Source: an optimization exercise on an open RTL-to-GDS flow (aim: small area). Production flows keep margins and buffers that such runs may drop.
Function was checked by simulation only, so behaviour that the tests miss may differ from the original.
No activity file was given, so power comes from the tool's default toggle rates.

<file path="flow/run.sh">
#!/bin/bash
# The standard layout (standard.sh), with these changes:
#  * synthesis: ORFS's synthesis script unchanged, except that adders are
#    not extracted into half/full-adder cells and the combinational logic
#    is mapped with an area-oriented ABC script (flow/abc_area.script)
#    instead of ORFS's delay-oriented one; registers are not touched;
#  * the clock tree uses the buffers and clustering in flow/cts_args and no
#    dummy loads;
#  * the port buffers are the smallest buffer cell.
# make's output goes to flow_make.log; ORFS's own logs are in orfs/logs.
set -euo pipefail
HERE=$(pwd)
{
  echo 'proc extract_fa {args} { puts "flow: extract_fa skipped" }'
  echo 'proc abc {args} {'
  echo '  set i [lsearch $args -script]'
  echo "  set args [lreplace \$args \$i [expr {\$i+1}] -script $HERE/flow/abc_area.script]"
  echo '  set j [lsearch $args -D]'
  echo '  if {$j >= 0} { set args [lreplace $args $j [expr {$j+1}]] }'
  echo '  yosys abc {*}$args'
  echo '}'
  cat synth_recipe.tcl
} > flow_synth.tcl
sed "s#SYNTH_SCRIPT=[^ ]*#SYNTH_SCRIPT=$HERE/flow_synth.tcl#" standard.sh > flow_standard.sh
bash flow_standard.sh "CTS_ARGS=$(cat flow/cts_args)" "BUFFER_PORTS_ARGS=-buffer_cell sky130_fd_sc_hd__buf_1" finish > flow_make.log 2>&1
</file>
<file path="flow/abc_area.script">
&get -n
&st
&deepsyn -T 60 -I 4 -S 7
&dch -f
&nf -R 1000 -p
&put
</file>
<file path="flow/cts_args">
-sink_clustering_enable -repair_clock_nets -dont_use_dummy_load -buf_list sky130_fd_sc_hd__clkbuf_8 -sink_clustering_size 14 -sink_clustering_max_diameter 100
</file>
<file path="standard.sh">
#!/bin/bash
# synth_recipe.tcl (not shown) runs the flow's synth.tcl, then flattens the netlist and writes it again
# the make line also repeats each setting of config.mk as NAME=value (left out here)
make -C /OpenROAD-flow-scripts/flow DESIGN_CONFIG=/design/flow/config.mk WORK_HOME=/design/flow/orfs CLKGATE_MAP_FILE= SYNTH_SCRIPT=/design/flow/synth_recipe.tcl "${@:-finish}"
</file>
<file path="config.mk">
export PLATFORM = sky130hd
export DESIGN_NAME = electric_clock
export DESIGN_NICKNAME = electric_clock
export VERILOG_FILES = /design/flow/design.v
export SDC_FILE = /design/flow/constraint.sdc
export NUM_CORES = 4
export LEC_CHECK = 0
export CAP_MARGIN = 0
export CORE_MARGIN = 2
export CORE_UTILIZATION = 55
export PLACE_DENSITY = 0.7
export SLEW_MARGIN = 0
</file>
<file path="constraint.sdc">
create_clock -name core_clock -period 20.0 [get_ports {Clk}]
set_input_delay 4.0000 -clock core_clock [delete_from_list [all_inputs] [get_ports {Clk}]]
set_output_delay 4.0000 -clock core_clock [all_outputs]
set_load 0.01 [all_outputs]
</file>
<file path="design.v">
module key_filter #(parameter TW = 5'd27, parameter DONE = 5'd22) (
    input  Clk,
    input  Reset_n,
    input  Key,
    output P,
    output R
);
    reg s0, s1, kr;
    always @(posedge Clk) begin
        s0 <= Key;
        s1 <= s0;
        kr <= s1;
    end
    reg [1:0] st;
    reg [4:0] cnt;
    wire tw = cnt == TW;
    wire abort = s1 ^ st[1];
    wire trig = st[1] ? (s1 & ~kr) : (kr & ~s1);
    always @(posedge Clk or negedge Reset_n)
        if (!Reset_n)
            st <= 2'b00;
        else if (st[0]) begin
            if (tw)
                st <= {~st[1], 1'b0};
            else if (abort)
                st <= {st[1], 1'b0};
        end else if (trig)
            st <= {st[1], 1'b1};
    always @(posedge Clk)
        cnt <= st[0] ? {cnt[3:0], ~(cnt[4] ^ cnt[2])} : 5'd0;
    wire done = cnt == DONE;
    assign P = (st == 2'b10) & done;
    assign R = (st == 2'b00) & done;
endmodule
`timescale 1ns / 1ps
module electric_clock(
    Clk,
    Reset_n,
    Key,
    LED,
    SEL,
    SEG
    );
    input Clk;
    input Reset_n;
    input [3:0]Key;
    output [3:0]LED;
    output [7:0]SEL;
    output [7:0]SEG;
    localparam KTW  = 5'd27;    
    localparam KDONE = 5'd22;
    localparam NF   = 500;
    localparam FH   = 249;
    localparam NS   = 1000;
    localparam N2S  = 2000;
    localparam N5S  = 5000;
    localparam N10S = 10000;
    localparam FW   = 9;      
    localparam FOFF = 7;      
    localparam [10:0] K_2S  = 11'd1491;    
    localparam [12:0] T_1S  = 13'd8168;    
    localparam [12:0] T_5S  = 13'd1729;    
    localparam [13:0] A_5S  = 14'd15875;   
    localparam [13:0] A_10S = 14'd16371;   
    localparam CLOCK=0;
    localparam CLOCK_C=1;
    localparam CALENDAR=2;
    localparam CALENDAR_C=3;
    localparam ALARM=4;
    localparam COUNTER_D_SET=5;
    localparam COUNTER_D_START=6;
    function [3:0] inc10;
        input [3:0] d;
        inc10 = (d[3] & d[0]) ? 4'd0 : d + 1'b1;
    endfunction
    function [3:0] dec10;
        input [3:0] d;
        dec10 = (d == 0) ? 4'd9 : d - 1'b1;
    endfunction
    function [2:0] inc6;
        input [2:0] d;
        inc6 = (d[2] & d[0]) ? 3'd0 : d + 1'b1;
    endfunction
    function [2:0] dec6;
        input [2:0] d;
        dec6 = (d == 0) ? 3'd5 : d - 1'b1;
    endfunction
    wire [3:0] P;
    wire [3:0] R;
    key_filter #(.TW(KTW), .DONE(KDONE)) key_filter_inst0(.Clk(Clk), .Reset_n(Reset_n), .Key(Key[0]), .P(P[0]), .R(R[0]));
    key_filter #(.TW(KTW), .DONE(KDONE)) key_filter_inst1(.Clk(Clk), .Reset_n(Reset_n), .Key(Key[1]), .P(P[1]), .R(R[1]));
    key_filter #(.TW(KTW), .DONE(KDONE)) key_filter_inst2(.Clk(Clk), .Reset_n(Reset_n), .Key(Key[2]), .P(P[2]), .R(R[2]));
    key_filter #(.TW(KTW), .DONE(KDONE)) key_filter_inst3(.Clk(Clk), .Reset_n(Reset_n), .Key(Key[3]), .P(P[3]), .R(R[3]));
    reg half;
    reg [FW-1:0] cf;
    wire cf_end = (cf & (NF - 1 + FOFF)) == (NF - 1 + FOFF);
    wire tick = half & cf_end;
    wire flash_on = cf < (FH + FOFF);
    always @(posedge Clk or negedge Reset_n)
        if (!Reset_n) begin
            half <= 1'b0;
            cf <= FOFF;
        end else begin
            half <= half ^ cf_end;
            cf <= cf_end ? FOFF : cf + 1'b1;
        end
    reg [2:0] state1;
    reg [1:0] state2;
    reg [1:0] key_state;
    reg adj;             
    reg inc;             
    reg adj_d, inc_d;    
    reg [2:0] alarm_set;
    reg count_d, start_flag, reset_flag;
    reg start_flag_r, count_d_d, reset_flag_d;
    wire s2_0 = state2 == 2'd0;
    wire s2_1 = state2 == 2'd1;
    wire s2_2 = state2 == 2'd2;
    wire in_clock_c = state1 == CLOCK_C;
    wire in_cal_c   = state1 == CALENDAR_C;
    wire in_alarm   = state1 == ALARM;
    wire in_set     = state1 == COUNTER_D_SET;
    wire in_start   = state1 == COUNTER_D_START;
    wire ci0 = adj &  inc & in_clock_c & s2_0;
    wire cd0 = adj & ~inc & in_clock_c & s2_0;
    wire ci2 = adj &  inc & in_clock_c & s2_1;
    wire cd2 = adj & ~inc & in_clock_c & s2_1;
    wire ci4 = adj &  inc & in_clock_c & s2_2;
    wire cd4 = adj & ~inc & in_clock_c & s2_2;
    wire ai0 = adj &  inc & in_alarm & s2_0;
    wire ad0 = adj & ~inc & in_alarm & s2_0;
    wire ai1 = adj &  inc & in_alarm & s2_1;
    wire ad1 = adj & ~inc & in_alarm & s2_1;
    wire ai2 = adj &  inc & in_alarm & s2_2;
    wire ad2 = adj & ~inc & in_alarm & s2_2;
    wire ki0 = adj_d &  inc_d & in_cal_c & s2_0;
    wire kd0 = adj_d & ~inc_d & in_cal_c & s2_0;
    wire ki1 = adj_d &  inc_d & in_cal_c & s2_1;
    wire kd1 = adj_d & ~inc_d & in_cal_c & s2_1;
    wire ki2 = adj_d &  inc_d & in_cal_c & s2_2;
    wire kd2 = adj_d & ~inc_d & in_cal_c & s2_2;
    wire di0 = adj_d &  inc_d & in_set & s2_0;
    wire dd0 = adj_d & ~inc_d & in_set & s2_0;
    wire di1 = adj_d &  inc_d & in_set & s2_1;
    wire dd1 = adj_d & ~inc_d & in_set & s2_1;
    wire di2 = adj_d &  inc_d & in_set & s2_2;
    wire dd2 = adj_d & ~inc_d & in_set & s2_2;
    reg [3:0] c0;    
    reg [2:0] c1;
    reg [3:0] c2;    
    reg [2:0] c3;
    reg [3:0] c4;    
    reg [3:0] c5;
    reg cd5, f_clear;
    wire clk_adj_d = adj_d & in_clock_c;
    wire ci1 = clk_adj_d &  inc_d & s2_0 & (c0 == 0);
    wire cd1 = clk_adj_d & ~inc_d & s2_0 & (c0 == 9);
    wire ci3 = clk_adj_d &  inc_d & s2_1 & (c2 == 0);
    wire cd3 = clk_adj_d & ~inc_d & s2_1 & (c2 == 9);
    wire ci5 = clk_adj_d &  inc_d & s2_2 & (c4 == 0) & ~f_clear;
    wire c0_9 = c0[3] & c0[0];
    wire c1_5 = c1[2] & c1[0];
    wire c2_9 = c2[3] & c2[0];
    wire c3_5 = c3[2] & c3[0];
    wire c4_9 = c4[3] & c4[0];
    wire c4_3 = ~c4[2] & c4[1] & c4[0];
    wire h23 = (c5 == 2) & c4_3;
    wire t1 = c0_9 & tick;
    wire t2 = t1 & c1_5;
    wire t3 = t2 & c2_9;
    wire t4 = t3 & c3_5;
    always @(posedge Clk or negedge Reset_n)
        if (!Reset_n) begin
            c0 <= 0; c1 <= 0; c2 <= 0; c3 <= 0; c4 <= 0; c5 <= 0;
        end else begin
            if (ci0) begin
                c0 <= inc10(c0);
            end else if (cd0) begin
                c0 <= dec10(c0);
            end else if (ci1 | cd1)
                ;
            else if (tick)
                c0 <= inc10(c0);
            if (ci1 | (t1 & ~cd1))
                c1 <= inc6(c1);
            else if (cd1)
                c1 <= dec6(c1);
            if (ci2) begin
                c2 <= inc10(c2);
            end else if (cd2) begin
                c2 <= dec10(c2);
            end else if (cd3 | ci3)
                ;
            else if (t2)
                c2 <= inc10(c2);
            if (ci3 | (t3 & ~cd3))
                c3 <= inc6(c3);
            else if (cd3)
                c3 <= dec6(c3);
            if (ci4) begin
                if (h23) c4 <= 0;
                else c4 <= inc10(c4);
            end else if (cd4) begin
                if (c4 == 0)
                    c4 <= (c5 == 0) ? 4'd3 : 4'd9;
                else
                    c4 <= c4 - 1'b1;
            end else if (cd5 | ci5 | f_clear)
                ;
            else if (t4 & h23)
                c4 <= 0;
            else if (t4)
                c4 <= inc10(c4);
            if (f_clear)
                c5 <= 0;
            else if (ci5)
                c5 <= c5 + 1'b1;
            else if (cd5)
                c5 <= (c5 == 0) ? 4'd2 : c5 - 1'b1;
            else if (t4 & c4_9)
                c5 <= c5 + 1'b1;
        end
    always @(posedge Clk) begin
        f_clear <= (ci4 & h23) | (~ci4 & ~cd4 & ~cd5 & ~ci5 & ~f_clear & t4 & h23);
        cd5 <= cd4 & (c4 == 0);
    end
    reg f_clear_d;
    reg [3:0] k0;    
    reg [1:0] k1;
    reg [3:0] k2;    
    reg       k3;
    reg [3:0] k4;    
    reg [3:0] k5;
    wire k0_9 = k0[3] & k0[0];
    wire k0_0 = k0 == 0;
    wire k0_1 = k0 == 1;
    wire k1_0 = k1 == 0;
    wire k1_2 = k1[1] & ~k1[0];
    wire k1_3 = k1[1] & k1[0];
    wire k2_9 = k2[3] & k2[0];
    wire k2_0 = k2 == 0;
    wire k2_1 = k2 == 1;
    wire k4_9 = k4[3] & k4[0];
    wire k4_0 = k4 == 0;
    wire k5_9 = k5[3] & k5[0];
    wire k5_0 = k5 == 0;
    wire month_b = k3 ? ~k2[0] : (k2[0] ^ k2[3]);       
    wire feb = ~k3 & k2[1] & ~k2[0] & ~k2[2];
    wire leap_year = ~k4[0] & ~(k4[1] ^ k5[0]);
    wire year_full = k5_9 & k4_9;
    wire month_full = k3 & k2[1];
    wire day_full = (k1_3 & (~month_b | k0[0])) | (feb & k1_2 & k0[3] & (~leap_year | k0[0]));
    wire day_inc = ki0 | f_clear_d;
    wire day_dec = kd0 & ~f_clear_d;
    wire mon_carry = f_clear_d & day_full;
    wire mon_inc = ki1 | mon_carry;
    wire mon_dec = kd1 & ~mon_carry;
    wire yr_carry = mon_carry & month_full;
    wire yr_inc = ki2 | yr_carry;
    wire yr_dec = kd2 & ~yr_carry;
    always @(posedge Clk or negedge Reset_n)
        if (!Reset_n) begin
            k0 <= 1; k1 <= 0; k2 <= 1; k3 <= 0; k4 <= 0; k5 <= 0;
        end else begin
            if (day_inc) begin
                if (day_full) begin k0 <= 1; k1 <= 0; end
                else if (k0_9) begin k0 <= 0; k1 <= k1 + 1'b1; end
                else k0 <= k0 + 1'b1;
            end else if (day_dec) begin
                if (k0_1 & k1_0) begin
                    if (month_b) begin k0 <= 1; k1 <= 3; end
                    else if (feb) begin k0 <= {3'b100, leap_year}; k1 <= 2; end
                    else begin k0 <= 0; k1 <= 3; end
                end
                else if (k0_0) begin k0 <= 9; k1 <= k1 - 1'b1; end
                else k0 <= k0 - 1'b1;
            end
            if (mon_inc) begin
                if (month_full) begin k2 <= 1; k3 <= 0; end
                else if (k2_9) begin k2 <= 0; k3 <= 1; end
                else k2 <= k2 + 1'b1;
            end else if (mon_dec) begin
                if (k2_1 & ~k3) begin k2 <= 2; k3 <= 1; end
                else if (k2_0) begin k2 <= 9; k3 <= 0; end
                else k2 <= k2 - 1'b1;
            end
            if (yr_inc) begin
                if (year_full) begin k4 <= 0; k5 <= 0; end
                else if (k4_9) begin k4 <= 0; k5 <= k5 + 1'b1; end
                else k4 <= k4 + 1'b1;
            end else if (yr_dec) begin
                if (k4_0 & k5_0) begin k4 <= 9; k5 <= 9; end
                else if (k4_0) begin k4 <= 9; k5 <= k5 - 1'b1; end
                else k4 <= k4 - 1'b1;
            end
        end
    reg [3:0] a0;
    reg [2:0] a1;
    reg [3:0] a2;
    reg [2:0] a3;
    reg [3:0] a4;
    reg [1:0] a5;
    always @(posedge Clk or negedge Reset_n)
        if (!Reset_n) begin
            a0 <= 0; a1 <= 0; a2 <= 0; a3 <= 0; a4 <= 0; a5 <= 0;
        end else begin
            if (ai0) begin
                a0 <= inc10(a0);
                if (a0[3] & a0[0]) a1 <= inc6(a1);
            end else if (ad0) begin
                a0 <= dec10(a0);
                if (a0 == 0) a1 <= dec6(a1);
            end
            if (ai1) begin
                a2 <= inc10(a2);
                if (a2[3] & a2[0]) a3 <= inc6(a3);
            end else if (ad1) begin
                a2 <= dec10(a2);
                if (a2 == 0) a3 <= dec6(a3);
            end
            if (ai2) begin
                if (a5[1] & a4[1] & a4[0]) begin a4 <= 0; a5 <= 0; end
                else begin
                    a4 <= inc10(a4);
                    if (a4[3] & a4[0]) a5 <= a5 + 1'b1;
                end
            end else if (ad2) begin
                if (a4 == 0 && a5 == 0) begin a4 <= 3; a5 <= 2; end
                else begin
                    a4 <= dec10(a4);
                    if (a4 == 0) a5 <= a5 - 1'b1;
                end
            end
        end
    reg [3:0] d0;
    reg [2:0] d1;
    reg [3:0] d2;
    reg [2:0] d3;
    reg [3:0] d4;
    reg [1:0] d5;
    reg [3:0] l0;    
    reg [2:0] l1;
    reg [3:0] l2;
    reg [2:0] l3;
    reg [3:0] l4;
    reg [1:0] l5;
    reg [3:0] n0;
    reg [2:0] n1;
    reg [3:0] n2;
    reg [2:0] n3;
    reg [3:0] n4;
    reg [1:0] n5;
    wire d0_z = d0 == 0;
    wire d1_z = d1 == 0;
    wire d2_z = d2 == 0;
    wire d3_z = d3 == 0;
    wire d4_z = d4 == 0;
    wire d5_z = d5 == 0;
    wire d0_9 = d0[3] & d0[0];
    wire d2_9 = d2[3] & d2[0];
    wire d4_9 = d4[3] & d4[0];
    wire d23 = d5[1] & d4[1] & d4[0];
    wire cdn = count_d_d & ~hold;
    wire b1 = cdn & d0_z;
    wire b2 = b1 & d1_z;
    wire b3 = b2 & d2_z;
    wire b4 = b3 & d3_z;
    wire hdn = b4 | dd2;
    always @(*) begin
        if (reset_flag_d) begin
            n0 = l0; n1 = l1; n2 = l2; n3 = l3; n4 = l4; n5 = l5;
        end else begin
            n0 = (cdn | dd0) ? dec10(d0) : di0 ? inc10(d0) : d0;
            n1 = (b1 | (dd0 & d0_z)) ? dec6(d1) : (di0 & d0_9) ? inc6(d1) : d1;
            n2 = (b2 | dd1) ? dec10(d2) : di1 ? inc10(d2) : d2;
            n3 = (b3 | (dd1 & d2_z)) ? dec6(d3) : (di1 & d2_9) ? inc6(d3) : d3;
            n4 = hdn ? ((d4_z & d5_z) ? 4'd3 : dec10(d4)) : di2 ? (d23 ? 4'd0 : inc10(d4)) : d4;
            n5 = (hdn & d4_z) ? (d5_z ? 2'd2 : d5 - 1'b1) : (di2 & d23) ? 2'd0 : (di2 & d4_9) ? d5 + 1'b1 : d5;
        end
    end
    wire hold = start_flag_r & in_start;
    reg hold_d;
    always @(posedge Clk or negedge Reset_n)
        if (!Reset_n) begin
            d0 <= 0; d1 <= 0; d2 <= 0; d3 <= 0; d4 <= 0; d5 <= 0;
        end else begin
            d0 <= n0; d1 <= n1; d2 <= n2; d3 <= n3; d4 <= n4; d5 <= n5;
        end
    always @(posedge Clk) begin
        if (!hold) count_d_d <= count_d;
        hold_d <= hold;
    end
    always @(posedge Clk)
        if ((start_flag_r & ~in_start) | hold_d) begin
            l0 <= n0; l1 <= n1; l2 <= n2; l3 <= n3; l4 <= n4; l5 <= n5;
        end
    wire cd_zero = d0_z & d1_z & d2_z & d3_z & d4_z & d5_z;
    reg [10:0] ktime;
    always @(posedge Clk or negedge Reset_n)
        if (!Reset_n)
            key_state <= 0;
        else case (key_state)
            0: if (P[2]) key_state <= 1;
            1: if (R[2]) key_state <= 2;
               else if (ktime == K_2S) key_state <= 3;
            default: key_state <= 0;
        endcase
    always @(posedge Clk)
        ktime <= (key_state == 1) ? {ktime[9:0], ~(ktime[10] ^ ktime[8])} : 11'd0;
    reg [12:0] tcnt;
    wire t_sec = tcnt == T_1S;
    wire t_5s  = tcnt == T_5S;
    wire [12:0] tcnt_n = {tcnt[11:0], ~(tcnt[12] ^ tcnt[3] ^ tcnt[2] ^ tcnt[0])};
    always @(posedge Clk or negedge Reset_n)
        if (!Reset_n) begin
            state1 <= 0;
            state2 <= 0;
            alarm_set <= 0;
            count_d <= 0;
        end else if (!adj) case (state1)
            CLOCK: begin
                state2 <= 0;
                if (P[3]) state1 <= CLOCK_C;
            end
            CLOCK_C: begin
                if (P[3])
                    state1 <= CALENDAR;
                else if (!tick) begin
                    if (P[2])
                        state2 <= s2_0 ? 2'd1 : s2_1 ? 2'd2 : 2'd0;
                    else if (P[1] | P[0])
                        ;
                end
            end
            CALENDAR: begin
                state2 <= 0;
                if (P[3]) state1 <= CALENDAR_C;
            end
            CALENDAR_C: begin
                if (P[3])
                    state1 <= ALARM;
                else if (P[2])
                    state2 <= s2_0 ? 2'd1 : s2_1 ? 2'd2 : 2'd0;
                else if (P[1] | P[0])
                    ;
            end
            ALARM: begin
                if (P[3]) begin
                    state1 <= COUNTER_D_SET;
                    state2 <= 0;
                end else if (key_state == 3) begin
                    if (!alarm_set[0]) alarm_set[0] <= 1;
                    else if (!alarm_set[1]) alarm_set[1] <= 1;
                    else if (!alarm_set[2]) alarm_set[2] <= 1;
                    else alarm_set <= 0;
                end else if (key_state == 2)
                    state2 <= s2_0 ? 2'd1 : s2_1 ? 2'd2 : 2'd0;
                else if (P[1] | P[0])
                    ;
            end
            COUNTER_D_SET: begin
                if (P[3])
                    state1 <= CLOCK;
                else if (key_state == 3) begin
                    state1 <= COUNTER_D_START;
                    state2 <= 0;
                end else if (key_state == 2)
                    state2 <= s2_0 ? 2'd1 : s2_1 ? 2'd2 : 2'd0;
                else if (P[1] | P[0])
                    ;
            end
            COUNTER_D_START: begin
                case (state2)
                    0: begin
                        if (key_state == 2)
                            state2 <= 1;
                        else if (P[3]) begin
                            state1 <= CLOCK;
                            state2 <= 0;
                        end else if (cd_zero) begin
                            count_d <= 0;
                            state2 <= 2;
                        end else
                            count_d <= t_sec;
                    end
                    1: begin
                        count_d <= 0;
                        if (key_state == 2)
                            state2 <= 0;
                        else if (key_state == 3) begin
                            state2 <= 0;
                            state1 <= COUNTER_D_SET;
                        end else if (P[3]) begin
                            state1 <= CLOCK;
                            state2 <= 0;
                        end
                    end
                    2: begin
                        if (t_5s || P[3]) begin
                            state2 <= 0;
                            state1 <= CLOCK;
                        end
                    end
                    default: begin
                        state2 <= 0;
                        count_d <= 0;
                    end
                endcase
            end
            default:
                state1 <= CLOCK;
        endcase
    wire pm = P[1] | P[0];
    always @(posedge Clk) begin
        adj <= ~adj & pm & ~P[3] & (
                 (in_clock_c & ~tick & ~P[2]) |
                 (in_cal_c & ~P[2]) |
                 ((in_alarm | in_set) & ~key_state[1]));
        start_flag <= ~adj & in_set & ~P[3] & (key_state == 3);
        reset_flag <= in_start & s2_1 & (key_state == 3);
    end
    always @(posedge Clk)
        inc <= P[1];
    always @(posedge Clk) begin
        adj_d <= adj;
        inc_d <= inc;
        f_clear_d <= f_clear;
        reset_flag_d <= reset_flag;
        start_flag_r <= start_flag;
    end
    always @(posedge Clk)
        if (in_start && state2 == 0 && !(key_state == 2) && !P[3] && !cd_zero && !t_sec)
            tcnt <= tcnt_n;
        else if (in_start && state2 == 2 && !t_5s && !P[3])
            tcnt <= tcnt_n;
        else
            tcnt <= 0;
    reg [3:0] s0_0, s1_0, s2_0r;
    reg [2:0] s0_1, s1_1, s2_1r;
    reg [3:0] s0_2, s1_2, s2_2r;
    reg [2:0] s0_3, s1_3, s2_3r;
    reg [3:0] s0_4, s1_4, s2_4r;
    reg [1:0] s0_5, s1_5, s2_5r;
    wire store = ~adj & in_alarm & ~P[3] & (key_state == 3);
    always @(posedge Clk) begin
        if (store & ~alarm_set[0]) begin
            s0_0 <= a0; s0_1 <= a1; s0_2 <= a2; s0_3 <= a3; s0_4 <= a4; s0_5 <= a5;
        end
        if (store & alarm_set[0] & ~alarm_set[1]) begin
            s1_0 <= a0; s1_1 <= a1; s1_2 <= a2; s1_3 <= a3; s1_4 <= a4; s1_5 <= a5;
        end
        if (store & alarm_set[0] & alarm_set[1] & ~alarm_set[2]) begin
            s2_0r <= a0; s2_1r <= a1; s2_2r <= a2; s2_3r <= a3; s2_4r <= a4; s2_5r <= a5;
        end
    end
    wire hh_ok = c5[3:2] == 2'b00;
    wire m0 = alarm_set[0] && hh_ok && c0 == s0_0 && c1 == s0_1 && c2 == s0_2 && c3 == s0_3 && c4 == s0_4 && c5[1:0] == s0_5;
    wire m1 = alarm_set[1] && hh_ok && c0 == s1_0 && c1 == s1_1 && c2 == s1_2 && c3 == s1_3 && c4 == s1_4 && c5[1:0] == s1_5;
    wire m2 = alarm_set[2] && hh_ok && c0 == s2_0r && c1 == s2_1r && c2 == s2_2r && c3 == s2_3r && c4 == s2_4r && c5[1:0] == s2_5r;
    wire alarm_hit = m0 | m1 | m2;
    reg LED_3;
    reg [1:0] alarm_state;
    reg [13:0] atime;
    wire a_5s  = atime == A_5S;
    wire a_10s = atime == A_10S;
    always @(posedge Clk or negedge Reset_n)
        if (!Reset_n)
            alarm_state <= 0;
        else if (!(in_start && state2 == 2)) case (alarm_state)
            0: if (alarm_hit) alarm_state <= 1;
            1: if (P[2]) alarm_state <= 0;
               else if (a_5s) alarm_state <= 2;
            2: if (P[2]) alarm_state <= 0;
               else if (a_10s) alarm_state <= 3;
            default: if (P[2] | a_5s) alarm_state <= 0;
        endcase
    always @(posedge Clk)
        LED_3 <= flash_on & ((in_start & s2_2) | alarm_state[0]);
    always @(posedge Clk)
        if (in_start && state2 == 2)
            atime <= atime;
        else if (alarm_state == 0)
            atime <= 0;
        else if (!P[2] && ((alarm_state == 2) ? a_10s : a_5s))
            atime <= 0;
        else
            atime <= {atime[12:0], ~(atime[13] ^ atime[4] ^ atime[2] ^ atime[0])};
    assign LED = {LED_3, alarm_set};
    localparam [3:0] PT = 4'hA;
    localparam [3:0] BL = 4'hB;
    reg [2:0] cnt_sel;
    always @(posedge Clk or negedge Reset_n)
        if (!Reset_n) cnt_sel <= 0;
        else cnt_sel <= cnt_sel + 1'b1;
    assign SEL = ~(8'b1 << cnt_sel);
    wire [2:0] p = cnt_sel + 1'b1;
    wire use_a = in_alarm;
    wire use_d = in_set | in_start;
    wire use_k = (state1 == CALENDAR) | in_cal_c;
    reg [3:0] cn, an, dn, kn;
    always @(*)
        case (p)
            7: cn = c0; 6: cn = {1'b0, c1}; 4: cn = c2; 3: cn = {1'b0, c3};
            1: cn = c4; 0: cn = c5; default: cn = PT;
        endcase
    always @(*)
        case (p)
            7: an = a0; 6: an = {1'b0, a1}; 4: an = a2; 3: an = {1'b0, a3};
            1: an = a4; 0: an = {2'b00, a5}; default: an = PT;
        endcase
    always @(*)
        case (p)
            7: dn = d0; 6: dn = {1'b0, d1}; 4: dn = d2; 3: dn = {1'b0, d3};
            1: dn = d4; 0: dn = {2'b00, d5}; default: dn = PT;
        endcase
    always @(*)
        case (p)
            7: kn = k0; 6: kn = {2'b00, k1}; 5: kn = k2; 4: kn = {3'b000, k3};
            3: kn = k4; 2: kn = k5; 1: kn = 4'h0; default: kn = 4'h2;
        endcase
    wire setting = in_clock_c | in_cal_c | in_alarm | in_set;
    wire bl_pos = use_k ? (s2_0 ? (p[2] & p[1]) : s2_1 ? (p == 5 || p == 4) : s2_2 ? ~p[2] : 1'b0)
                        : (s2_0 ? (p[2] & p[1]) : s2_1 ? (p == 4 || p == 3) : s2_2 ? (p[2:1] == 0) : 1'b0);
    wire blank = setting & ~flash_on & bl_pos;
    reg [3:0] nib1, nib2;
    always @(posedge Clk)
        nib1 <= blank ? BL : use_k ? kn : use_a ? an : use_d ? dn : cn;
    always @(posedge Clk)
        nib2 <= nib1;
    wire [3:0] n = nib2;
    assign SEG = (n == 0)  ? 8'b1100_0000 :
                 (n == 1)  ? 8'b1111_1001 :
                 (n == 2)  ? 8'b1010_0100 :
                 (n == 3)  ? 8'b1011_0000 :
                 (n == 4)  ? 8'b1001_1001 :
                 (n == 5)  ? 8'b1001_0010 :
                 (n == 6)  ? 8'b1000_0010 :
                 (n == 7)  ? 8'b1111_1000 :
                 (n == 8)  ? 8'b1000_0000 :
                 (n == 9)  ? 8'b1001_0000 :
                 (n == 10) ? 8'b1011_1111 :
                 (n == 11) ? 8'b1111_1111 : 8'b0000_0000;
endmodule
</file>
==> impl_metrics.json, run 1 <==
{
  "outcome": "complete, no violations",
  "cts_setup_buffers": 0,
  "cp_max_fo": 11,
  "multi_input_area_um2": 5500,
  "power.total_uw": 901,
  "drive_gt1_share_pct": 2.92,
  "synth_area_leaders": "edfxtp_1 (22%), dfrtp_1 (21%), dfxtp_1 (12%)",
  "period_share_pct": 32.5,
  "vias_per_cell": 6.18,
  "max_stage_delay_ns": 0.66,
  "antenna_cells": 0,
  "fin_skew_ns": 0.0473,
  "wl_per_cell_um": 19.5,
  "grt_pass1_vias": 9409,
  "num_io_pins": 26,
  "antenna_found_initial": 0,
  "drtIter0Drc": 1009,
  "critical-path-top-delay-family": "simple AND/OR/NAND/NOR gates",
  "setup_viol": 0,
  "grt.overflow.total": 0,
  "fillers": 2060,
  "grt_pass1_wl_um": 51100,
  "grt_setup_unrepaired": "false",
  "p_per_area_nw_per_um2": 64.7,
  "critPathKind": "flop to primary output",
  "p_leak_nw": 5.02,
  "drc_errors": 0,
  "crit_arrival_ns": 2.50,
  "die_area_um2": 25000,
  "grt_max_degree": 63,
  "areaGrowthSynthToFinish_pct": 6.80,
  "tns_ns": 0,
  "yosysSeqAreaShare_pct": 55.8,
  "gp_congestion": 0.962,
  "reg2reg_slack_ns": 16.13,
  "cts_inserted_buffers": 24,
  "yosys.area.top_type": "edfxtp_1",
  "finalHoldViolCount": 0,
  "ys_types": 64,
  "yosysTopAreaCellShare_pct": 21.9,
  "relSlewSlack_pct": 36.6,
  "worst_setup_path_start_kind": "flop",
  "synth_ff_type": "dfrtp_1",
  "cts_num_sinks": 287,
  "synth_edf_count": 95,
  "synth_seq_cells": 287,
  "cts_root_buffer": "clkbuf_8",
  "die_h_um": 158,
  "drt-pass1-iter-count": 6,
  "cap_violations": 0,
  "die_w_um": 158,
  "portBuffers": 25,
  "wl_um": 32300,
  "design_area_um2": 13900,
  "cts_tree": "yes",
  "detailed_place_hpwl_um": 22900,
  "core_area_um2": 23400,
  "yosys_warnings": 2,
  "cts_resized": 0,
  "path_clk_slew_ns": 0.09,
  "fmax_mhz": 154,
  "vias": 10200,
  "path_cells": "nand2_1, nor2_1, clkinv_1, buf_1",
  "hold_path_class": "flop to flop",
  "syn_inst": 1279,
  "cts_max_path_buffers": 3,
  "crit_path_end_kind": "primary output",
  "final_max_slew_viol_count": 0,
  "synthArstFlopShare_pct": 40.1,
  "syn_area_um2": 13000,
  "avgSynthCellArea_um2": 10.2,
  "syn_nets": 1285,
  "drtAntennaViolNets": 0,
  "cts.htree.levels": 1,
  "ir_drop_mv": 0.0476,
  "clk_latency_ns": 0.57,
  "crit_required_ns": 16.00,
  "cp_slowest_cell": "nor2_1",
  "num_rows": 56,
  "path_buf_inv": 2,
  "hold_buffers": 0,
  "fin_nets": 1344,
  "track_usage_pct": 26.5,
  "place_area_um2": 13600,
  "regArea_um2": 7280,
  "start_util_pct": 55.7,
  "tightest_slew_ns": 0.951,
  "post-route-min-period_ns": 6.50
}
-- cell usage in the layout (no fill, tap or decap), drive strengths merged, types with 7 or more instances in the layout --
cell,instances
a211oi,10
a21o,13
a21oi,77
a221oi,13
a222oi,8
a22oi,11
a31oi,18
and2,50
and3,10
buf,33
clkbuf,25
clkinv,67
dfrtp,110
dfxtp,77
edfxtp,95
mux2,7
nand2,116
nand2b,19
nand3,31
nand4,16
nor2,119
nor2b,43
nor3,33
nor4,17
o211ai,12
o21a,9
o21ai,74
o221ai,11
o22ai,25
o31ai,7
or2,10
or3,11
xnor2,44
xor2,32
-- worst paths after layout --
kind / endpoint / cells past startpoint / startpoint
setup / recovery: SEL[5] / 4 / cnt_sel[0]
hold / removal: key_filter_inst1.s1 / 0 / key_filter_inst1.s0
setup reg to reg: k1[1] / 11 / state1[0]
hold reg to reg: key_filter_inst1.s1 / 0 / key_filter_inst1.s0
max in group asynchronous: a5[0] / 2 / Reset_n
min in group asynchronous: alarm_set[1] / 1 / Reset_n
-- cells in the mapped netlist (11+ instances only) --
cell        n
nor2_1    119
nand2_1   116
dfrtp_1   110
edfxtp_1   95
a21oi_1    77
dfxtp_1    77
o21ai_0    74
clkinv_1   67
and2_0     50
xnor2_1    44
nor2b_1    43
nor3_1     33
xor2_1     32
nand3_1    31
o22ai_1    25
nand2b_1   19
a31oi_1    18
nor4_1     17
nand4_1    16
a21o_1     13
a221oi_1   13
o211ai_1   12
a22oi_1    11
o221ai_1   11
or3_1      11
-- state kept, by name, indices dropped and copies added, names as in the netlist, 5 cells and up --
signal                flops
ktime                    11
key_filter_inst3.cnt      5
key_filter_inst2.cnt      5
atime                    14
key_filter_inst1.cnt      5
key_filter_inst0.cnt      5
cf                        9
tcnt                     13
-- stage by stage --
step	setup WS (ns)	hold slack (ns)	cells	util, %
after floorplan	14.59	0.310	1279	-
after global placement	14.20	0.312	1631	58.1
after detailed placement	14.14	0.312	1631	58.1
after CTS	13.52	0.327	1655	59.5
after global routing	13.34	0.330	1655	59.5
final	13.50	0.325	1655	59.5
-- report_power, final --
part | total (mW) | switching (mW) | internal, mW
clock | 0.287 | 0.180 | 0.108
sequential | 0.606 | 0.00250 | 0.604
combinational | 0.00726 | 0.00560 | 0.00166
total | 0.901 | 0.188 | 0.713
-- routing by layer --
metal,vias up,global-route usage [%],wire (um)
li1,4815,-,-
met1,4900,38.5,14300
met2,453,40.1,14000
met3,66,5.86,3030
met4,0,7.42,857
met5,-,0,0
-- cell type report --
type	count	area share [%]
sequential	287	52.3
inverter	67	1.81
tap	319	2.87
clock buffer	24	2.37
timing repair buffer	34	1.19
multi-input combinational	924	39.5
-- kinds of logic after synthesis --
| family | Yosys count | synth area share, % |
|---|---|---|
| compound gates | 334 | 16.8 |
| xor+xnor | 76 | 5.10 |
| buf+inv | 68 | 1.99 |
| flops | 287 | 55.8 |
| mux | 7 | 0.604 |
| simple gates | 507 | 19.7 |
==> run 2: changes to the inputs <==
==> flow/cts_args (replaced) <==
-sink_clustering_enable -repair_clock_nets -dont_use_dummy_load -buf_list sky130_fd_sc_hd__clkbuf_8 -sink_clustering_size 16 -sink_clustering_max_diameter 100
==> impl_metrics.json, run 2 <==
{
  "path_clk_slew_ns": 0.11,
  "wl_per_cell_um": 19.4,
  "tns_ns": 0,
  "path_buf_inv": 2,
  "regMostFlops": "atime",
  "ir_drop_mv": 0.0521,
  "crit_path_end_kind": "primary output",
  "whs_ns": 0.332,
  "setup_viol": 0,
  "drtIter0Drc": 1064,
  "syn_inst": 1279,
  "yosysSeqAreaShare_pct": 55.8,
  "die_w_um": 158,
  "drive_gt1_share_pct": 2.70,
  "power.total_uw": 883,
  "cts_setup_buffers": 0,
  "clk_latency_ns": 0.56,
  "drtAntennaViolNets": 0,
  "hold_buffers": 0,
  "tightest_slew_ns": 0.952,
  "critical-path-top-delay-family": "simple AND/OR/NAND/NOR gates",
  "yosys.area.top_type": "edfxtp_1",
  "synthTopCellsByCount": "nor2_1 (119), nand2_1 (116), dfrtp_1 (110)",
  "cts_tree": "yes",
  "cts_resized": 0,
  "num_io_pins": 26,
  "vias": 10200,
  "die_h_um": 158,
  "start_util_pct": 55.7,
  "synthArstFlopShare_pct": 40.1,
  "utilization_pct": 59.3,
  "grt.overflow.total": 0,
  "drc_errors": 0,
  "synth_edf_count": 95,
  "syn_area_um2": 13000,
  "grt_pass1_wl_um": 50900,
  "cts_num_sinks": 287,
  "areaGrowthSynthToFinish_pct": 6.49,
  "detailed_place_hpwl_um": 22900,
  "outcome": "complete, no violations",
  "preCtsSetupSlack_ns": 14.14,
  "crit_required_ns": 16.00,
  "final_max_slew_viol_count": 0,
  "synth_ff_type": "dfrtp_1",
  "synth_seq_cells": 287,
  "path_cells": "or2_0, nor2_1, clkinv_1, buf_1",
  "wl_um": 32100,
  "syn_nets": 1285,
  "yosysTopAreaCellShare_pct": 21.9,
  "p_per_area_nw_per_um2": 63.6,
  "reg.largest.list": "atime: 14 flops, tcnt: 13 flops, ktime: 11 flops",
  "vias_per_cell": 6.17,
  "cp_max_fo": 12,
  "largest_register_ffs": 14,
  "fin_skew_ns": 0.0519,
  "fillers": 2066,
  "synth_most_common_cell": "nor2_1",
  "fin_nets": 1341,
  "gp_congestion": 0.962,
  "mostFrequentLayoutCells": "nor2_1 (119), nand2_1 (116), dfrtp_1 (110), edfxtp_1 (95)",
  "antenna_found_initial": 0,
  "max_stage_delay_ns": 0.56,
  "num_rows": 56,
  "layout_commonest_cell": "nor2_1",
  "relSlewSlack_pct": 36.5,
  "core_area_um2": 23400,
  "grt_setup_unrepaired": "false",
  "cts.htree.levels": 1,
  "post-route-min-period_ns": 6.59,
  "cts_root_buffer": "clkbuf_8",
  "grt_pass1_vias": 9353,
  "synth_area_leaders": "edfxtp_1 (22%), dfrtp_1 (21%), dfxtp_1 (12%)",
  "period_share_pct": 32.9,
  "cts_max_path_buffers": 3,
  "finalHoldViolCount": 0,
  "track_usage_pct": 26.3,
  "antenna_cells": 0,
  "hold_path_class": "flop to flop",
  "cap_violations": 0,
  "cts_inserted_buffers": 21,
  "crit_arrival_ns": 2.59,
  "critPathKind": "flop to primary output",
  "fmax_mhz": 152,
  "grt_max_degree": 63,
  "portBuffers": 25,
  "p_leak_nw": 5.00,
  "yosys_warnings": 2,
  "finalWorstSetupSlack_ns": 13.41,
  "worst_setup_path_start_kind": "flop",
  "drt-pass1-iter-count": 8,
  "ys_types": 64,
  "avgSynthCellArea_um2": 10.2,
  "cp_slowest_cell": "nor2_1",
  "die_area_um2": 25000
}
## run 2: cell types whose count changed in the layout (fill, tap and decap cells not counted), sizes merged
cell | before | now
clkbuf | 25 | 22
## run 2: cell families (layout without fill, tap and decap cells)
kind of cell,Yosys count,in the layout,share of synthesized area (%)
flops,287,287,55.8
xor+xnor,76,76,5.10
compound gates,334,334,16.8
buf+inv,68,122,1.99
mux,7,7,0.604
simple gates,507,507,19.7
## run 2: metal layers
layer	vias to the layer above	track usage (%)	part of all wire [%]	wire length, um
met5	-	0	0	0
met4	0	7.04	2.5	793
met3	64	5.91	9.8	3140
met2	458	39.8	44	14000
met1	4875	38.5	44	14200
li1	4804	-	-	-
## run 2: worst paths after layout
check                                       to  slack, ns                start  depth (start not counted)
min                        key_filter_inst1.s1       0.33  key_filter_inst1.s0                          0
min in group asynchronous                c5[3]       3.54              Reset_n                          1
max reg2reg                              k1[1]      16.10            state1[0]                         11
max in group asynchronous                k1[0]      15.13              Reset_n                          2
max                                     SEL[0]      13.41           cnt_sel[0]                          4
min reg2reg                key_filter_inst1.s1       0.33  key_filter_inst1.s0                          0
## run 2: power breakdown
part	total, mW	switching (mW)	internal [mW]	leakage (nW)
clock	0.270	0.175	0.0948	0.151
combinational	0.00726	0.00560	0.00166	1.92
sequential	0.607	0.00251	0.604	2.93
## run 2: layout make-up
type | instances | area, um2 | area share (%)
inverter | 67 | 251 | 1.81
sequential | 287 | 7280 | 52.4
tap | 319 | 399 | 2.87
multi-input combinational | 924 | 5500 | 39.6
clock buffer | 21 | 289 | 2.08
timing repair buffer | 34 | 165 | 1.19
## run 2: per-stage QoR
step | instances | area, um2
6_report | 1652 | 13900
5_1_grt | 1652 | 13900
4_1_cts | 1652 | 13900
3_5_place_dp | 1631 | 13600
3_3_place_gp | 1631 | 13600
2_1_floorplan | 1279 | 13000
==> run 3: changes to the inputs <==
--- a/design.v
+++ b/design.v
@@ -251,21 +251,13 @@
     wire month_full = k3 & k2[1];
     wire day_full = (k1_3 & (~month_b | k0[0])) | (feb & k1_2 & k0[3] & (~leap_year | k0[0]));
-    wire day_inc = ki0 | f_clear_d;
-    wire day_dec = kd0 & ~f_clear_d;
-    wire mon_carry = f_clear_d & day_full;
-    wire mon_inc = ki1 | mon_carry;
-    wire mon_dec = kd1 & ~mon_carry;
-    wire yr_carry = mon_carry & month_full;
-    wire yr_inc = ki2 | yr_carry;
-    wire yr_dec = kd2 & ~yr_carry;
     always @(posedge Clk or negedge Reset_n)
         if (!Reset_n) begin
             k0 <= 1; k1 <= 0; k2 <= 1; k3 <= 0; k4 <= 0; k5 <= 0;
         end else begin
-            if (day_inc) begin
+            if (ki0) begin
                 if (day_full) begin k0 <= 1; k1 <= 0; end
                 else if (k0_9) begin k0 <= 0; k1 <= k1 + 1'b1; end
                 else k0 <= k0 + 1'b1;
-            end else if (day_dec) begin
+            end else if (kd0) begin
                 if (k0_1 & k1_0) begin
                     if (month_b) begin k0 <= 1; k1 <= 3; end
@@ -276,22 +268,37 @@
                 else k0 <= k0 - 1'b1;
             end
-            if (mon_inc) begin
+            if (ki1) begin
                 if (month_full) begin k2 <= 1; k3 <= 0; end
                 else if (k2_9) begin k2 <= 0; k3 <= 1; end
                 else k2 <= k2 + 1'b1;
-            end else if (mon_dec) begin
+            end else if (kd1) begin
                 if (k2_1 & ~k3) begin k2 <= 2; k3 <= 1; end
                 else if (k2_0) begin k2 <= 9; k3 <= 0; end
                 else k2 <= k2 - 1'b1;
             end
-            if (yr_inc) begin
+            if (ki2) begin
                 if (year_full) begin k4 <= 0; k5 <= 0; end
                 else if (k4_9) begin k4 <= 0; k5 <= k5 + 1'b1; end
                 else k4 <= k4 + 1'b1;
-            end else if (yr_dec) begin
+            end else if (kd2) begin
                 if (k4_0 & k5_0) begin k4 <= 9; k5 <= 9; end
                 else if (k4_0) begin k4 <= 9; k5 <= k5 - 1'b1; end
                 else k4 <= k4 - 1'b1;
             end
+            if (f_clear_d) begin
+                if (day_full) begin
+                    k0 <= 1; k1 <= 0;
+                    if (month_full) begin
+                        k2 <= 1; k3 <= 0;
+                        if (year_full) begin k4 <= 0; k5 <= 0; end
+                        else if (k4_9) begin k4 <= 0; k5 <= k5 + 1'b1; end
+                        else k4 <= k4 + 1'b1;
+                    end
+                    else if (k2_9) begin k2 <= 0; k3 <= 1; end
+                    else k2 <= k2 + 1'b1;
+                end
+                else if (k0_9) begin k0 <= 0; k1 <= k1 + 1'b1; end
+                else k0 <= k0 + 1'b1;
+            end
         end
     reg [3:0] a0;
==> impl_metrics.json, run 3 <==
{
  "drive_gt1_share_pct": 2.45,
  "drtIter0Drc": 1249,
  "antenna_cells": 0,
  "final_max_slew_viol_count": 0,
  "die_w_um": 158,
  "tns_ns": 0,
  "design_area_um2": 13900,
  "tightest_slew_ns": 0.945,
  "ir_drop_mv": 0.0692,
  "start_util_pct": 55.8,
  "synth_ff_type": "dfrtp_1",
  "synth_area_leaders": "edfxtp_1 (22%), dfrtp_1 (21%), dfxtp_1 (12%)",
  "cap_violations": 0,
  "cts.htree.levels": 1,
  "syn_nets": 1302,
  "period_share_pct": 32.1,
  "crit_path_end_kind": "primary output",
  "place_area_um2": 13600,
  "yosys_warnings": 2,
  "die_h_um": 158,
  "num_io_pins": 26,
  "crit_required_ns": 16.00,
  "hold_buffers": 0,
  "yosysTopAreaCellShare_pct": 21.8,
  "cts_tree": "yes",
  "gp_congestion": 0.931,
  "setup_viol": 0,
  "synth_seq_cells": 287,
  "p_leak_nw": 4.99,
  "drt-pass1-iter-count": 5,
  "outcome": "complete, no violations",
  "vias": 10400,
  "worst_setup_path_start_kind": "flop",
  "areaGrowthSynthToFinish_pct": 6.28,
  "wl_um": 32500,
  "utilization_pct": 59.3,
  "hold_path_class": "flop to flop",
  "grt.overflow.total": 0,
  "reg.largest.list": "atime: 14 flops, tcnt: 13 flops, ktime: 11 flops",
  "layout.cells.non_filler": 1665,
  "cp_max_fo": 11,
  "yosysSeqAreaShare_pct": 55.7,
  "grt_max_degree": 61,
  "critPathKind": "flop to primary output",
  "finalWorstSetupSlack_ns": 13.59,
  "fin_nets": 1354,
  "syn_area_um2": 13100,
  "mostFrequentLayoutCells": "nand2_1 (132), nor2_1 (127), dfrtp_1 (110), edfxtp_1 (95)",
  "cts_num_sinks": 287,
  "wl_per_cell_um": 19.5,
  "vias_per_cell": 6.26,
  "drc_errors": 0,
  "cts_max_path_buffers": 3,
  "post-route-min-period_ns": 6.41,
  "grt_pass1_vias": 9587,
  "yosys.area.top_type": "edfxtp_1",
  "grt_pass1_wl_um": 51700,
  "clk_latency_ns": 0.58,
  "synthArstFlopShare_pct": 40.1,
  "cts_setup_buffers": 0,
  "track_usage_pct": 26.6,
  "p_per_area_nw_per_um2": 64.0,
  "die_area_um2": 25000,
  "synth_edf_count": 95,
  "synth_most_common_cell": "nand2_1",
  "cts_resized": 0,
  "crit_arrival_ns": 2.41,
  "portBuffers": 25,
  "finalHoldViolCount": 0,
  "antenna_found_initial": 0,
  "synthTopCellsByCount": "nand2_1 (132), nor2_1 (127), dfrtp_1 (110)",
  "drtAntennaViolNets": 0,
  "core_area_um2": 23400,
  "cts_root_buffer": "clkbuf_8",
  "grt_setup_unrepaired": "false",
  "regMostFlops": "atime",
  "dp.cells": 1644,
  "fmax_mhz": 156,
  "largest_register_ffs": 14,
  "detailed_place_hpwl_um": 23300,
  "syn_inst": 1296,
  "num_rows": 56,
  "path_clk_slew_ns": 0.12,
  "fin_skew_ns": 0.0381,
  "avgSynthCellArea_um2": 10.1,
  "cts_inserted_buffers": 21,
  "preCtsSetupSlack_ns": 14.26,
  "layout_commonest_cell": "nand2_1",
  "ys_types": 64,
  "relSlewSlack_pct": 36.9
}
run 3: changes by cell type after synthesis, sizes merged, moves of 8 or more:
cell	previous run	this run
a21oi	77	67
nor2	119	127
xnor2	44	32
nand2	116	132
nand3	31	57
or3	11	3
nor2b	43	31
nor3	33	42
run 3: cell families after synthesis:
family,share of synthesized area (%)
buffers and inverters,1.93
AO/OA/AOI/OAI,17.0
flip-flops,55.7
XOR/XNOR,4.09
multiplexers,0.575
AND/OR/NAND/NOR,20.7
run 3: area by class of cell:
cell class | instances | area [um2]
Inverter | 65 | 244
Fill cell | 2042 | 9520
Timing Repair Buffer | 30 | 135
Sequential cell | 287 | 7280
Multi-Input combinational cell | 943 | 5540
Tap cell | 319 | 399
Clock buffer | 21 | 289
run 3: layer usage:
metal	track usage, %	routed length (um)	up-vias
met5	0	0	-
li1	-	-	4896
met2	40.8	14600	455
met1	38.7	14000	4991
met4	9.61	1310	0
met3	3.59	2550	88
run 3: through the flow:
step | hold WS, ns | total power, mW
final | 0.298 | 0.889
after global routing | 0.336 | 0.916
after CTS | 0.324 | 0.896
after detailed placement | 0.312 | 0.627
after global placement | 0.311 | 0.627
after floorplan | 0.310 | 0.620
run 3: worst max-delay path: stages, from the launching register on:
cell and delay (ns):
dfrtp_1 0.58, nand2_1 0.19, nor2_1 0.59, clkinv_1 0.28, buf_1 0.19
run 3: worst paths after layout:
check / start / to / slack, ns / cells after the start
hold / removal: reset_flag / reset_flag_d / 0.30 / 0
hold reg to reg: reset_flag / reset_flag_d / 0.30 / 0
setup / recovery: cnt_sel[0] / SEL[5] / 13.59 / 4
min in group asynchronous: Reset_n / c4[1] / 3.55 / 1
max in group asynchronous: Reset_n / half / 15.12 / 2
setup reg to reg: cf[1] / c4[2] / 16.46 / 12
run 3: report_power, final:
part,internal (mW),switching [mW],total (mW)
sequential,0.604,0.00246,0.606
clock,0.0947,0.180,0.275
combinational,0.00160,0.00565,0.00725
total,0.700,0.188,0.889
==> run 4: changes to the inputs <==
==> flow/abc_area.script (replaced) <==
&get -n
&st
&deepsyn -T 90 -I 6 -S 7
&dch -f
&nf -R 1000 -p
&put
==> impl_metrics.json, run 4 <==
{
  "outcome": "complete, no violations",
  "p_per_area_nw_per_um2": 64.3,
  "crit_required_ns": 16.00,
  "period_share_pct": 33.3,
  "path_cells": "nor2b_1, and2_0, clkinv_1, buf_1",
  "reg.largest.list": "atime: 14 flops, tcnt: 13 flops, ktime: 11 flops",
  "drc_errors": 0,
  "final_max_slew_viol_count": 0,
  "yosysTopAreaCellShare_pct": 22.0,
  "rr_startpoint": "cf[1]",
  "tightest_slew_ns": 1.01,
  "hold_buffers": 0,
  "portBuffers": 25,
  "wl_per_cell_um": 20.0,
  "grt_pass1_vias": 9516,
  "r2r_end": "c5[2]",
  "num_rows": 56,
  "yosys_warnings": 2,
  "relSlewSlack_pct": 31.9,
  "place_area_um2": 13500,
  "die_h_um": 157,
  "drive_gt1_share_pct": 2.72,
  "track_usage_pct": 27.0,
  "syn_area_um2": 13000,
  "cp_max_fo": 12,
  "fin_skew_ns": 0.0537,
  "crit_path_end_kind": "primary output",
  "cts_inserted_buffers": 21,
  "path_buf_inv": 2,
  "regMostFlops": "atime",
  "grt_max_degree": 75,
  "synth_edf_count": 95,
  "synth_area_leaders": "edfxtp_1 (22%), dfrtp_1 (21%), dfxtp_1 (12%)",
  "drtAntennaViolNets": 0,
  "tns_ns": 0,
  "finalHoldViolCount": 0,
  "largest_register_ffs": 14,
  "cap_violations": 0,
  "antenna_found_initial": 0,
  "cts_root_buffer": "clkbuf_8",
  "clk_latency_ns": 0.57,
  "synth_compound_area_share_pct": 17.0,
  "antenna_cells": 0,
  "hold_depth": 0,
  "yosysSeqAreaShare_pct": 56.2,
  "die_area_um2": 24800,
  "p_leak_nw": 4.97,
  "hold_path_class": "flop to flop",
  "cts_setup_buffers": 0,
  "cts.htree.levels": 1,
  "mostFrequentLayoutCells": "nor2_1 (118), nand2_1 (117), dfrtp_1 (110), edfxtp_1 (95)",
  "worst_setup_path_start_kind": "flop",
  "wl_um": 32900,
  "synth_seq_cells": 287,
  "reg2reg_slack_ns": 16.12,
  "cp_slowest_cell": "and2_0",
  "start_util_pct": 55.5,
  "max_stage_delay_ns": 0.70,
  "synth_ff_type": "dfrtp_1",
  "cts_num_sinks": 287,
  "syn_nets": 1277,
  "ir_drop_mv": 0.0570,
  "drtIter0Drc": 1341,
  "cts_resized": 0,
  "cts_tree": "yes",
  "synthSimpleGateAreaFrac_pct": 19.8,
  "holdPathEnd": "reset_flag_d",
  "synthAdderAreaFrac_pct": 0,
  "grt_setup_unrepaired": "false",
  "detailed_place_hpwl_um": 23300,
  "critPathKind": "flop to primary output",
  "grt.overflow.total": 0,
  "synthTopCellsByCount": "nor2_1 (118), nand2_1 (117), dfrtp_1 (110)",
  "vias_per_cell": 6.29,
  "worstHoldStart": "reset_flag",
  "gp_congestion": 0.958,
  "vias": 10300,
  "crit_arrival_ns": 2.67,
  "setup_viol": 0,
  "post-route-min-period_ns": 6.67,
  "layout_commonest_cell": "nor2_1",
  "fin_nets": 1331,
  "syn_inst": 1271,
  "critical-path-top-delay-family": "simple AND/OR/NAND/NOR gates",
  "grt_pass1_wl_um": 52200,
  "ff2ff_path_depth": 11,
  "num_io_pins": 26,
  "fillers": 2035,
  "avgSynthCellArea_um2": 10.2,
  "areaGrowthSynthToFinish_pct": 6.49,
  "drt-pass1-iter-count": 6,
  "fmax_mhz": 150,
  "synthMuxAreaShare_pct": 0.415,
  "path_clk_slew_ns": 0.11,
  "core_area_um2": 23300,
  "cts_max_path_buffers": 3,
  "synthXorXnorAreaFrac_pct": 4.39,
  "ys_types": 65,
  "synth_most_common_cell": "nor2_1",
  "yosys.area.top_type": "edfxtp_1",
  "synthArstFlopShare_pct": 40.1,
  "synth_top_family_by_area": "simple AND/OR/NAND/NOR gates",
  "design_area_um2": 13800,
  "die_w_um": 157
}
[run 4: cell count changes after synthesis, sizes merged, moves of 7 or more]
cell	before	now
a21oi	67	77
nor2	127	118
clkinv	65	72
nand2	132	117
o21ai	77	66
nand3	57	45
o22ai	18	25
xnor2	32	39
o21a	3	11
nand4	10	18
[run 4: cells by family (layout without fill, tap and decap cells)]
kind of cell,Yosys count,after routing
buffers and inverters,73,125
AOI/OAI and AO/OA,331,331
and+or+nand+nor,510,510
muxes,5,5
DFF,287,287
xor gates and xnor gates,65,65
[run 4: where the power goes]
| group | total [mW] | internal, mW | switching [mW] |
|---|---|---|---|
| logic | 0.00719 | 0.00161 | 0.00558 |
| clock network | 0.273 | 0.0947 | 0.178 |
| registers | 0.606 | 0.604 | 0.00243 |
[run 4: worst max-delay path by stage]
stage                     from  endpoint  slack (ns)  depth (start not counted)
floorplan           cnt_sel[1]    SEL[2]       14.39                          2
global placement    cnt_sel[2]    SEL[6]       14.06                          4
detailed placement  cnt_sel[2]    SEL[6]       13.99                          4
CTS                 cnt_sel[2]    SEL[6]       13.40                          4
global route        cnt_sel[2]    SEL[6]       13.23                          4
finish              cnt_sel[2]    SEL[6]       13.33                          4
[run 4: layout make-up]
cell class	count	area (um2)	share of cell area [%]
tap	319	399	2.89
clock buffer	21	289	2.09
sequential	287	7280	52.8
timing repair buffer	32	150	1.09
multi-input combinational	911	5410	39.2
inverter	72	270	1.96
[run 4: worst register-to-register path: cells and delay by family (launching register included)]
kind            cells  cell delay, ns
compound gates      2            0.42
flops               1            0.59
mux                 1            0.40
simple gates        8            2.50
[run 4: per-layer routing]
layer  wire length (um)  GRT usage, %
met2              14900          42.3
met3               2900          4.30
met1              14500          39.5
met4                656          6.80
met5                  0             0
[run 4: through the flow]
| step | cells | utilization [%] | hold WS [ns] | total power, mW | setup slack, ns |
|---|---|---|---|---|---|
| floorplan | 1271 | - | 0.310 | 0.620 | 14.39 |
| global placement | 1621 | 57.9 | 0.311 | 0.627 | 14.06 |
| detailed placement | 1621 | 57.9 | 0.313 | 0.627 | 13.99 |
| CTS | 1642 | 59.1 | 0.290 | 0.893 | 13.40 |
| global route | 1642 | 59.1 | 0.299 | 0.915 | 13.23 |
| finish | 1642 | 59.1 | 0.286 | 0.887 | 13.33 |
==> run 5: changes to the inputs <==
==> flow/abc_area.script (replaced) <==
&get -n
&st
&deepsyn -T 60 -I 4 -S 7
&dch -f
&nf -R 1000 -p
&put
==> flow/cts_args (replaced) <==
-sink_clustering_enable -repair_clock_nets -dont_use_dummy_load -buf_list sky130_fd_sc_hd__clkbuf_8 -sink_clustering_size 14 -sink_clustering_max_diameter 100
==> impl_metrics.json, run 5 <==
{
  "outcome": "complete, no violations",
  "grt_pass1_wl_um": 51900,
  "p_leak_nw": 5.01,
  "drive_gt1_share_pct": 2.67,
  "critPathKind": "flop to primary output",
  "antenna_cells": 0,
  "synth_most_common_cell": "nand2_1",
  "grt_setup_unrepaired": "false",
  "cts_max_path_buffers": 3,
  "syn_inst": 1296,
  "cts_setup_buffers": 0,
  "fmax_mhz": 156,
  "antenna_found_initial": 1,
  "relSlewSlack_pct": 33.8,
  "cap_violations": 0,
  "synthTopCellsByCount": "nand2_1 (132), nor2_1 (127), dfrtp_1 (110)",
  "synth_seq_cells": 287,
  "worst_setup_path_start_kind": "flop",
  "tightest_slew_ns": 0.992,
  "cts_root_buffer": "clkbuf_8",
  "reg.largest.list": "atime: 14 flops, tcnt: 13 flops, ktime: 11 flops",
  "whs_ns": 0.332,
  "cts.htree.levels": 1,
  "p_per_area_nw_per_um2": 64.9,
  "layout_commonest_cell": "nand2_1",
  "cts_tree": "yes",
  "crit_required_ns": 16.00,
  "grt.overflow.total": 0,
  "portBuffers": 25,
  "syn_nets": 1302,
  "path_clk_slew_ns": 0.11,
  "num_io_pins": 26,
  "mostFrequentLayoutCells": "nand2_1 (132), nor2_1 (127), dfrtp_1 (110), edfxtp_1 (95)",
  "start_util_pct": 55.8,
  "cp_max_fo": 11,
  "detailed_place_hpwl_um": 23300,
  "yosys_warnings": 2,
  "syn_area_um2": 13100,
  "drtAntennaViolNets": 0,
  "track_usage_pct": 26.7,
  "ir_drop_mv": 0.0531,
  "die_h_um": 158,
  "synthArstFlopShare_pct": 40.1,
  "yosysSeqAreaShare_pct": 55.7,
  "synth_ff_type": "dfrtp_1",
  "finalHoldViolCount": 0,
  "drc_errors": 0,
  "hold_buffers": 0,
  "cp_slowest_cell": "nor2_1",
  "regMostFlops": "atime",
  "grt_max_degree": 61,
  "wl_per_cell_um": 19.5,
  "finalWorstSetupSlack_ns": 13.60,
  "drt-pass1-iter-count": 9,
  "crit_arrival_ns": 2.40,
  "drtIter0Drc": 1268,
  "gp_congestion": 0.931,
  "preCtsSetupSlack_ns": 14.26,
  "areaGrowthSynthToFinish_pct": 6.60,
  "synth_edf_count": 95,
  "vias_per_cell": 6.17,
  "final_max_slew_viol_count": 0,
  "cts_inserted_buffers": 24,
  "clk_latency_ns": 0.56,
  "max_stage_delay_ns": 0.59,
  "largest_register_ffs": 14,
  "cts_num_sinks": 287,
  "die_area_um2": 25000,
  "cts_resized": 0,
  "setup_viol": 0,
  "tns_ns": 0,
  "path_cells": "nand2_1, nor2_1, clkinv_1, buf_1",
  "fin_nets": 1357,
  "period_share_pct": 32.0,
  "vias": 10300,
  "grt_pass1_vias": 9596,
  "die_w_um": 158,
  "crit_path_end_kind": "primary output",
  "post-route-min-period_ns": 6.40,
  "synth_area_leaders": "edfxtp_1 (22%), dfrtp_1 (21%), dfxtp_1 (12%)",
  "ys_types": 64,
  "yosysTopAreaCellShare_pct": 21.8,
  "fin_skew_ns": 0.0344,
  "fillers": 2040,
  "hold_path_class": "flop to flop",
  "multi_input_area_um2": 5540,
  "yosys.area.top_type": "edfxtp_1",
  "regArea_um2": 7280,
  "core_area_um2": 23400,
  "num_rows": 56,
  "avgSynthCellArea_um2": 10.1,
  "wl_um": 32500
}
## run 5: cell count changes in the layout (fill, tap and decap cells not counted), sizes merged, moves of 9 or more
cell   delta
nor2      +9
o21ai    +11
nand3    +12
nand2    +15
a21oi    -10
## run 5: kinds of logic (layout without fill, tap and decap cells)
logic type / Yosys count / count (layout) / synth area share, %
XOR/XNOR: 61 / 61 / 4.09
buffers and inverters: 66 / 119 / 1.93
flip-flops: 287 / 287 / 55.7
AO/OA/AOI/OAI: 333 / 333 / 17.0
multiplexers: 7 / 7 / 0.575
AND/OR/NAND/NOR: 542 / 542 / 20.7
## run 5: final cells by class
cell class | count | area share (%)
clock buffers | 24 | 2.37
inverters | 65 | 1.75
flip-flops and latches | 287 | 52.3
multi-input cells | 943 | 39.8
well taps | 319 | 2.87
repair buffers | 30 | 0.971
## run 5: path summary, 6_finish.rpt
kind	end	cells after the start	slack (ns)	start
max reg2reg	c4[2]	12	16.46	cf[1]
min	key_filter_inst2.s1	0	0.33	key_filter_inst2.s0
min reg2reg	key_filter_inst2.s1	0	0.33	key_filter_inst2.s0
max in group asynchronous	c0[1]	2	15.13	Reset_n
min in group asynchronous	c2[3]	1	3.55	Reset_n
max	SEL[5]	4	13.60	cnt_sel[0]
## run 5: per-stage QoR
step	instance area, um2	util (%)	cells	power [mW]
3_3_place_gp	13600	58.1	1644	0.627
2_1_floorplan	13100	-	1296	0.620
4_1_cts	13900	59.5	1668	0.912
3_5_place_dp	13600	58.1	1644	0.627
5_1_grt	13900	59.5	1668	0.933
6_report	13900	59.5	1668	0.904
## run 5: layer usage
metal	vias up	track usage, %	wire, um
met3	87	3.75	2620
met5	-	0	13
li1	4901	-	-
met4	2	9.78	1260
met1	4877	38.7	14100
met2	428	41.0	14500
## run 5: critical path, delay by kind of cell, from the launching register on
| kind | cells | cell delay, ns |
|---|---|---|
| AND/OR/NAND/NOR | 2 | 0.78 |
| buffers and inverters | 2 | 0.48 |
| flip-flops | 1 | 0.57 |
## run 5: power breakdown
group	switching (mW)	internal, mW
clock network	0.182	0.107
logic	0.00562	0.00160
registers	0.00251	0.604
total	0.191	0.713

afterwards: timing with drivers on the ports:
The results above use ideal ports. As a check the final layouts listed here were re-extracted and re-timed, cells and wires unchanged. Step 1, drivers: a clkbuf_16 drives Clk and a buf_2 each remaining input, both assumed. Step 2 adds t to the input delays and takes it off the output delays; t is the mean of the earliest and latest rising clock arrival at the registers after step 1. Input paths then give back, and output paths get back, about the clock's delay inside the block. Slacks: no drivers / after step 1 / after step 2; pairs: no drivers / after step 1.
| run | t (ns) | setup WS [ns] | worst hold slack (ns) | slew at the worst register clock pin (ns) |
|---|---|---|---|---|
| run 1 | 0.593 | 13.497 / 13.453 / 14.046 | 0.325 / 0.325 / 0.325 | 0.10 / 0.10 |
| run 2 | 0.582 | 13.413 / 13.369 / 13.951 | 0.332 / 0.332 / 0.332 | 0.11 / 0.11 |
| run 3 | 0.597 | 13.589 / 13.548 / 14.145 | 0.298 / 0.298 / 0.298 | 0.12 / 0.12 |
| run 4 | 0.589 | 13.334 / 13.290 / 13.879 | 0.286 / 0.286 / 0.286 | 0.12 / 0.12 |
| run 5 | 0.594 | 13.595 / 13.551 / 14.145 | 0.332 / 0.332 / 0.332 | 0.11 / 0.11 |
After both steps setup and hold are still met in every run listed.
